This design comes from an exercise in tuning for small area on the open sky130 flow, not from production work. In this exercise RTL edits were held to simulation tests only and were not proved equivalent to the original. No activity file was given, so power comes from the tool's default toggle rates.

--- flow/design.v ---
module project(CLK,reset,out,out2,dot_row,dot_col, right_button, left_button);
	input reset,CLK, right_button, left_button;
	output reg [6:0] out,out2;
	output reg [7:0] dot_row;
	output [15:0] dot_col;
	reg [6:0] c;           
	reg started;           
	wire ph0 = (c[1:0] == 2'b11);
	wire ph1 = (c[1:0] == 2'b00);
	wire ph2 = (c[1:0] == 2'b01);
	wire ph3 = (c[1:0] == 2'b10);
	wire dis = ph0 & (started | c[2]);
	wire sec = (c == 7'd123) & started;
	wire slot_last = (c[6:2] == 5'b11110);   
	wire slot_first = (c[6:2] == 5'b11111);  
	reg [1:0] ssr, ssl;    
	reg [2:0] xb;          
	reg xo;                
	reg [3:0] yb;          
	reg yo;                
	reg placed;
	reg [9:0] sc;
	reg [127:0] map;
	reg [7:0] S;
	reg R, L, D, F0, F1;
	reg clr;               
	wire [7:0] m2 = 8'b11 << xb;
	wire [7:0] MT = (xo | yo) ? m2 : (8'b1111 << xb);
	wire [7:0] MB = yo ? (xo ? m2 : (8'b1100 << xb)) : 8'b0;
	wire [3:0] didx = c[5:2] + 4'd2;
	reg [4:0] addr;
	always @* begin
		case (c[1:0])
			2'b00: addr = {1'b0, yb};
			2'b01: addr = {1'b0, yb} + 5'd1;
			2'b10: addr = {1'b0, yb} + 5'd2;
			default: addr = {1'b0, didx};
		endcase
	end
	wire [7:0] rd = (addr[4] | clr) ? 8'b0 : map[{addr[3:0], 3'b000} +: 8];
	wire [7:0] prow = ((didx == yb) ? MT : 8'b0) | (({1'b0, didx} == {1'b0, yb} + 5'd1) ? MB : 8'b0);
	wire bot = (yb == 4'd15) | (yo & (yb == 4'd14));
	wire merge = bot | D;
	wire y0 = (yb == 4'd0);
	wire [1:0] k = F0 ? ((F1 | y0) ? 2'd2 : 2'd1) : {1'b0, F1};
	wire [3:0] Lrow = F1 ? yb + 4'd1 : (y0 ? 4'd1 : yb);
	wire step = placed & slot_first & ((ph1 & (F0 | F1)) | (ph2 & k[1]));
	wire [9:0] sc1 = sc + {8'b0, k};
	wire [9:0] sc2 = (sc1[4:0] == 5'd10) ? {sc1[9:5] + 5'd1, 5'd0} : sc1;
	integer j;
	always @(posedge CLK or negedge reset) begin
		if (!reset) begin
			c <= 7'd123;
			started <= 1'b0;
			ssr <= 2'b00; ssl <= 2'b00;
			xb <= 3'd0; xo <= 1'b0;
			yb <= 4'd0; yo <= 1'b0;
			placed <= 1'b0;
			sc <= 10'd0;
			S <= 8'b0;
			dot_row <= 8'b0;
		end else begin
			c <= c + 7'd1;
			if (c[2:0] == 3'b111) started <= 1'b1;
			if (dis) begin
				case (ssr)
					2'b00: if (~right_button) ssr <= 2'b01;
					2'b01: ssr <= 2'b10;
					2'b10: if (right_button) ssr <= 2'b00;
					default: ssr <= 2'b00;
				endcase
				case (ssl)
					2'b00: if (~left_button) ssl <= 2'b01;
					2'b01: ssl <= 2'b10;
					2'b10: if (left_button) ssl <= 2'b00;
					default: ssl <= 2'b00;
				endcase
				if (placed) begin
					xb <= 3'd0; xo <= 1'b1;
				end else if (ssr[0]) begin
					if (!((MT[7] | MB[7]) | R)) xb <= xb + 3'd1;
				end else if (ssl[0]) begin
					if (!((MT[0] | MB[0]) | L)) xb <= xb - 3'd1;
				end
				S <= rd | prow;
				dot_row <= ~S;
			end
			if (sec) begin
				placed <= merge;
				if (merge) begin
					sc <= sc2;
				end else
					yb <= yb + 4'd1;
			end
			if (placed & slot_first & ph2) begin
				yb <= 4'd0; yo <= 1'b1;
			end
		end
	end
	always @(posedge CLK or negedge reset) begin
		if (!reset) clr <= 1'b1;
		else if (c == 7'd10) clr <= 1'b0;
	end
	wire mrg = sec & merge;
	reg [15:0] sh, wr;
	always @* begin
		for (j = 0; j < 16; j = j + 1) begin
			sh[j] = clr | (step & (j <= Lrow));
			wr[j] = mrg & ((j == yb) | (yo & (j == yb + 1)));
		end
	end
	wire [135:0] up = {map, 8'b0};
	reg [127:0] mapn;
	always @* begin
		for (j = 0; j < 16; j = j + 1)
			mapn[8*j +: 8] = ({8{sh[j]}} & up[8*j +: 8]) | ({8{~sh[j]}} & map[8*j +: 8]) | ({8{wr[j]}} & MT);
	end
	always @(posedge CLK) map <= mapn;
	always @(posedge CLK) begin
		if (ph1) begin
			R <= |(rd & (MT << 1));
			L <= |(rd & (MT >> 1));
			if (slot_last) F0 <= &(rd | MT);
		end
		if (ph2) begin
			R <= R | (|(rd & (MB << 1)));
			L <= L | (|(rd & (MB >> 1)));
			if (slot_last) begin
				D <= |(rd & MT);
				F1 <= &(rd | MB);
			end
		end
		if (ph3 & slot_last) D <= D | (|(rd & MB));
	end
	assign dot_col = started ? (16'h8000 >> c[5:2]) : 16'h0000;
	always @* begin
		case (sc[4:0])
			5'd0: out = 7'b1000000;
			5'd1: out = 7'b1111001;
			5'd2: out = 7'b0100100;
			5'd3: out = 7'b0110000;
			5'd4: out = 7'b0011001;
			5'd5: out = 7'b0010010;
			5'd6: out = 7'b0000010;
			5'd7: out = 7'b1111000;
			5'd8: out = 7'b0000000;
			5'd9: out = 7'b0010000;
			5'd10: out = 7'b0001000;
			default: out = 7'b1000000;
		endcase
		case (sc[9:5])
			5'd0: out2 = 7'b1000000;
			5'd1: out2 = 7'b1111001;
			5'd2: out2 = 7'b0100100;
			5'd3: out2 = 7'b0110000;
			5'd4: out2 = 7'b0011001;
			5'd5: out2 = 7'b0010010;
			5'd6: out2 = 7'b0000010;
			5'd7: out2 = 7'b1111000;
			5'd8: out2 = 7'b0000000;
			5'd9: out2 = 7'b0010000;
			5'd10: out2 = 7'b0001000;
			default: out2 = 7'b1000000;
		endcase
	end
endmodule
--- flow/run.sh ---
#!/bin/bash
# synth_recipe.tcl (not shown) runs the flow's synth.tcl, then flattens the netlist and writes it again
# the make line also repeats each setting of config.mk as NAME=value (left out here)
make -C /OpenROAD-flow-scripts/flow DESIGN_CONFIG=/design/flow/config.mk WORK_HOME=/design/flow/orfs CLKGATE_MAP_FILE= SYNTH_SCRIPT=/design/flow/synth_recipe.tcl finish
--- flow/config.mk ---
export PLATFORM = sky130hd
export DESIGN_NAME = project
export DESIGN_NICKNAME = project
export VERILOG_FILES = /design/flow/design.v
export SDC_FILE = /design/flow/constraint.sdc
export NUM_CORES = 4
export LEC_CHECK = 0
export CAP_MARGIN = 20
export CORE_MARGIN = 2
export CORE_UTILIZATION = 65
export SLEW_MARGIN = 20
--- flow/constraint.sdc ---
create_clock -name core_clock -period 15.0 [get_ports {CLK}]
set_input_delay 3.0000 -clock core_clock [delete_from_list [all_inputs] [get_ports {CLK}]]
set_output_delay 3.0000 -clock core_clock [all_outputs]
set_load 0.01 [all_outputs]
==> flow_metrics.tcl <==
set metrics [dict create \
    cpLargestDelayFamily "buffers and inverters" \
    die_h_um 132 \
    dpl-instance-area_um2 11100 \
    ir_drop_v 0.000120 \
    final.period_utilization_pct 35.1 \
    diodes 0 \
    skew_ns 0.00969 \
    syn_avg_cell_area_um2 8.85 \
    yosys.area.top_type "dfxtp_1" \
    setup_ws_ns 9.73 \
    drtIter0Drc 983 \
    wl_per_cell_um 19.6 \
    cp-start-kind "register" \
    ant_nets 0 \
    ys_types 81 \
    synth_top_family_by_area "compound AO/OA/AOI/OAI gates" \
    setup_tns_ns 0 \
    cts_sinks 182 \
    fin_area_um2 11700 \
    netlist_area_um2 10700 \
    worstPathArrival_ns 2.27 \
    async_reset_ff_share_pct 26.9 \
    pwr_density_cell_nw_per_um2 80.2 \
    drc_errors 0 \
    syn2layout_area_growth_pct 9.06 \
    crit_type "register to output port" \
    min_path_type "register to register" \
    grt_pass1_vias 8423 \
    synth_mux_area_share_pct 14.7 \
    leakagePower_nw 5.11 \
    place_ws_ns 10.18 \
    cts_buffers 17 \
    grt_antenna_before_repair 0 \
    numPortBuffers 41 \
    fmax_mhz 190 \
    die_x_um 132 \
    worstPathCellList "inv_1, ha_1, nor2b_1, nor3_1, a211oi_1, clkdlybuf4s50_1" \
    finalHoldViolations 0 \
    seq_area_frac_synth_pct 36.9 \
    path_max_fanout 6 \
    hold_slack_ns 0.457 \
    place.gp.congestion 1.02 \
    synthAdderAreaFrac_pct 4.36 \
    syn_inst 1207 \
    grt_max_degree 50 \
    fillCellCount 1265 \
    vias_per_cell 6.40 \
    synth_most_common_cell "o21ai_0" \
    drive_above_1_share_pct 8.85 \
    cts_resized 0 \
    final_util_pct 72.8 \
    clk_path_buf_depth 2 \
    htree_num_levels 4 \
    cp.required_ns 12.00 \
    nNetsFinal 1248 \
    yosys_register_bits 182 \
    initial_core_util_pct 66.8 \
    status "complete, no violations" \
    cap_violations 0 \
    dieArea_um2 17500 \
    worst_slew_pin_slew_ns 1.06 \
    post_cts_buffers 0 \
    relSlewSlack_pct 27.9 \
    dp_hpwl_um 19400 \
    netlist_top_cells_area "dfxtp_1, mux2i_1, dfrtp_1, o21ai_0, nand2_1" \
    max_stage_delay_ns 0.56 \
    synth-simple-area-share_pct 15.2 \
    placementRows 46 \
    cp-end-kind "output port" \
    yosysTopAreaCellShare_pct 24.0 \
    period_needed_ns 5.27 \
    io_pins 42 \
    final_max_slew_viol_count 0 \
    drt_wl_total_um 28200 \
    yosysWarnings 1 \
    synth-edff-count 5 \
    synth_commonest_cells "o21ai_0, nand2_1, mux2i_1, dfxtp_1, a21oi_1" \
    via_count 9195 \
    pwr-share-comb_pct 1.1 \
    synth-xor-area-share_pct 2.61 \
    cts_tree "done" \
    setup_viol 0 \
    ys.flop_type "dfxtp_1" \
    cpMaxStageDelayCell "clkdlybuf4s50_1" \
    grt_overflow 0 \
    core_um2 16000 \
    clkTransAtPathRegs_ns 0.07 \
    clock-root-buffer "clkbuf_16" \
    clk_latency_ns 0.44 \
    critPathBufInv 2 \
    rsz0062_at_grt "false" \
    clkPwrFrac_pct 46.0 \
    multiInputGateArea_um2 6320 \
    netSwitchingPower_mw 0.216 \
    synth_fp_nets 1247 \
    cts_hold_buf 0 \
    seqPwrFrac_pct 52.9 \
    p_sw_share_pct 23.2 \
    first_pass_iters 7 \
    synth_compound_area_share_pct 22.1 \
    grt_pass1_wl_um 45500 \
    gr-usage-all-layers_pct 32.5 \
    intPower_mw 0.718 \
    regArea_um2 3950 \
]
-- area by class of cell --
cell class | count | share of cell area, %
multi-input cells | 937 | 54.3
flip-flops and latches | 182 | 33.9
repair buffers | 52 | 4.19
clock buffers | 20 | 3.83
well taps | 216 | 2.32
clock inverters | 12 | 0.945
inverters | 18 | 0.580
-- state kept, by name, indices dropped and copies added (netlist names), 3 cells and up --
signal / count
map: 128
sc: 10
S: 8
dot_row: 8
c: 7
yb: 4
xb: 3
-- power by group through the flow --
stage / logic, mW / clock network (mW) / registers, mW
final: 0.0102 / 0.430 / 0.494
after global routing: 0.0114 / 0.456 / 0.494
after CTS: 0.0106 / 0.435 / 0.494
after detailed placement: 0.0105 / 0 / 0.504
after global placement: 0.00994 / 0 / 0.505
after floorplan: 0.00613 / 0 / 0.504
-- worst paths after layout --
path / from / to / slack (ns) / depth (start not counted)
worst max-delay path: sc[1] / out[3] / 9.73 / 6
worst min-delay path: S[5] / dot_row[5] / 0.46 / 1
worst max register to register: yb[1] / F1 / 10.61 / 12
worst min register to register: S[5] / dot_row[5] / 0.46 / 1
max in group asynchronous: reset / ssl[1] / 11.92 / 2
min in group asynchronous: reset / sc[4] / 2.65 / 2
-- metal layers --
metal | track usage, % | vias up | routed length (um)
met1 | 44.5 | 4379 | 12500
li1 | - | 4378 | -
met3 | 6.54 | 56 | 2010
met5 | 0 | - | 0
met2 | 51.5 | 382 | 13000
met4 | 11.5 | 0 | 709
-- cell families (layout without fill, tap and decap cells) --
| family | Yosys count | in the layout |
|---|---|---|
| compound gates | 380 | 380 |
| simple gates | 343 | 343 |
| flops | 182 | 182 |
| mux | 147 | 147 |
| buf+inv | 88 | 102 |
| fa+ha+maj | 36 | 36 |
| xor+xnor | 31 | 31 |
-- layout by cell type, fill, tap and decap left out, types with 8 or more instances in the layout --
master             n
a221oi_1          11
inv_1             15
o21ai_0          180
and2_1             8
dfrtp_1           42
mux2i_1          133
o21ai_2            9
nand3_1           25
o22ai_1            8
nor2_1            60
dfxtp_1          128
clkbuf_16         17
buf_4             11
xnor2_1           26
nand2b_1          15
nand2_1          155
a21oi_1           72
nor2b_1           11
nor3_1            19
clkdlybuf4s50_1   40
a22oi_1           31
a22o_1            10
ha_1              34
-- metrics by stage --
stage / power [mW] / cells
4_1_cts: 0.939 / 1437
5_1_grt: 0.962 / 1437
2_1_floorplan: 0.510 / 1207
6_report: 0.934 / 1437
3_5_place_dp: 0.515 / 1405
3_3_place_gp: 0.514 / 1405

==> port drivers added, routing unchanged <==
The results above use ideal ports. As a check the final layout listed here was re-extracted and re-timed, cells and wires unchanged. Step 1 assumes that a clkbuf_16 drives the clock port and a buf_2 every other input. Step 2 times the ports against the registers' clock, not the clock port: input delays grow and output delays shrink by t, the midpoint of the rising clock arrivals with the driver on. Slacks: no drivers / after step 1 / after step 2; pairs: no drivers / after step 1.
t, ns: 0.485
setup slack, ns: 9.731 / 9.683 / 10.168
latest minus earliest clock arrival (ns): 0.011 / 0.012
worst slew at a driven data input, ns: 0.03
After both steps setup and hold are still met in this run. For this run, drivers alone change the setup slack by -0.048 ns; drivers and shift together by +0.437 ns.
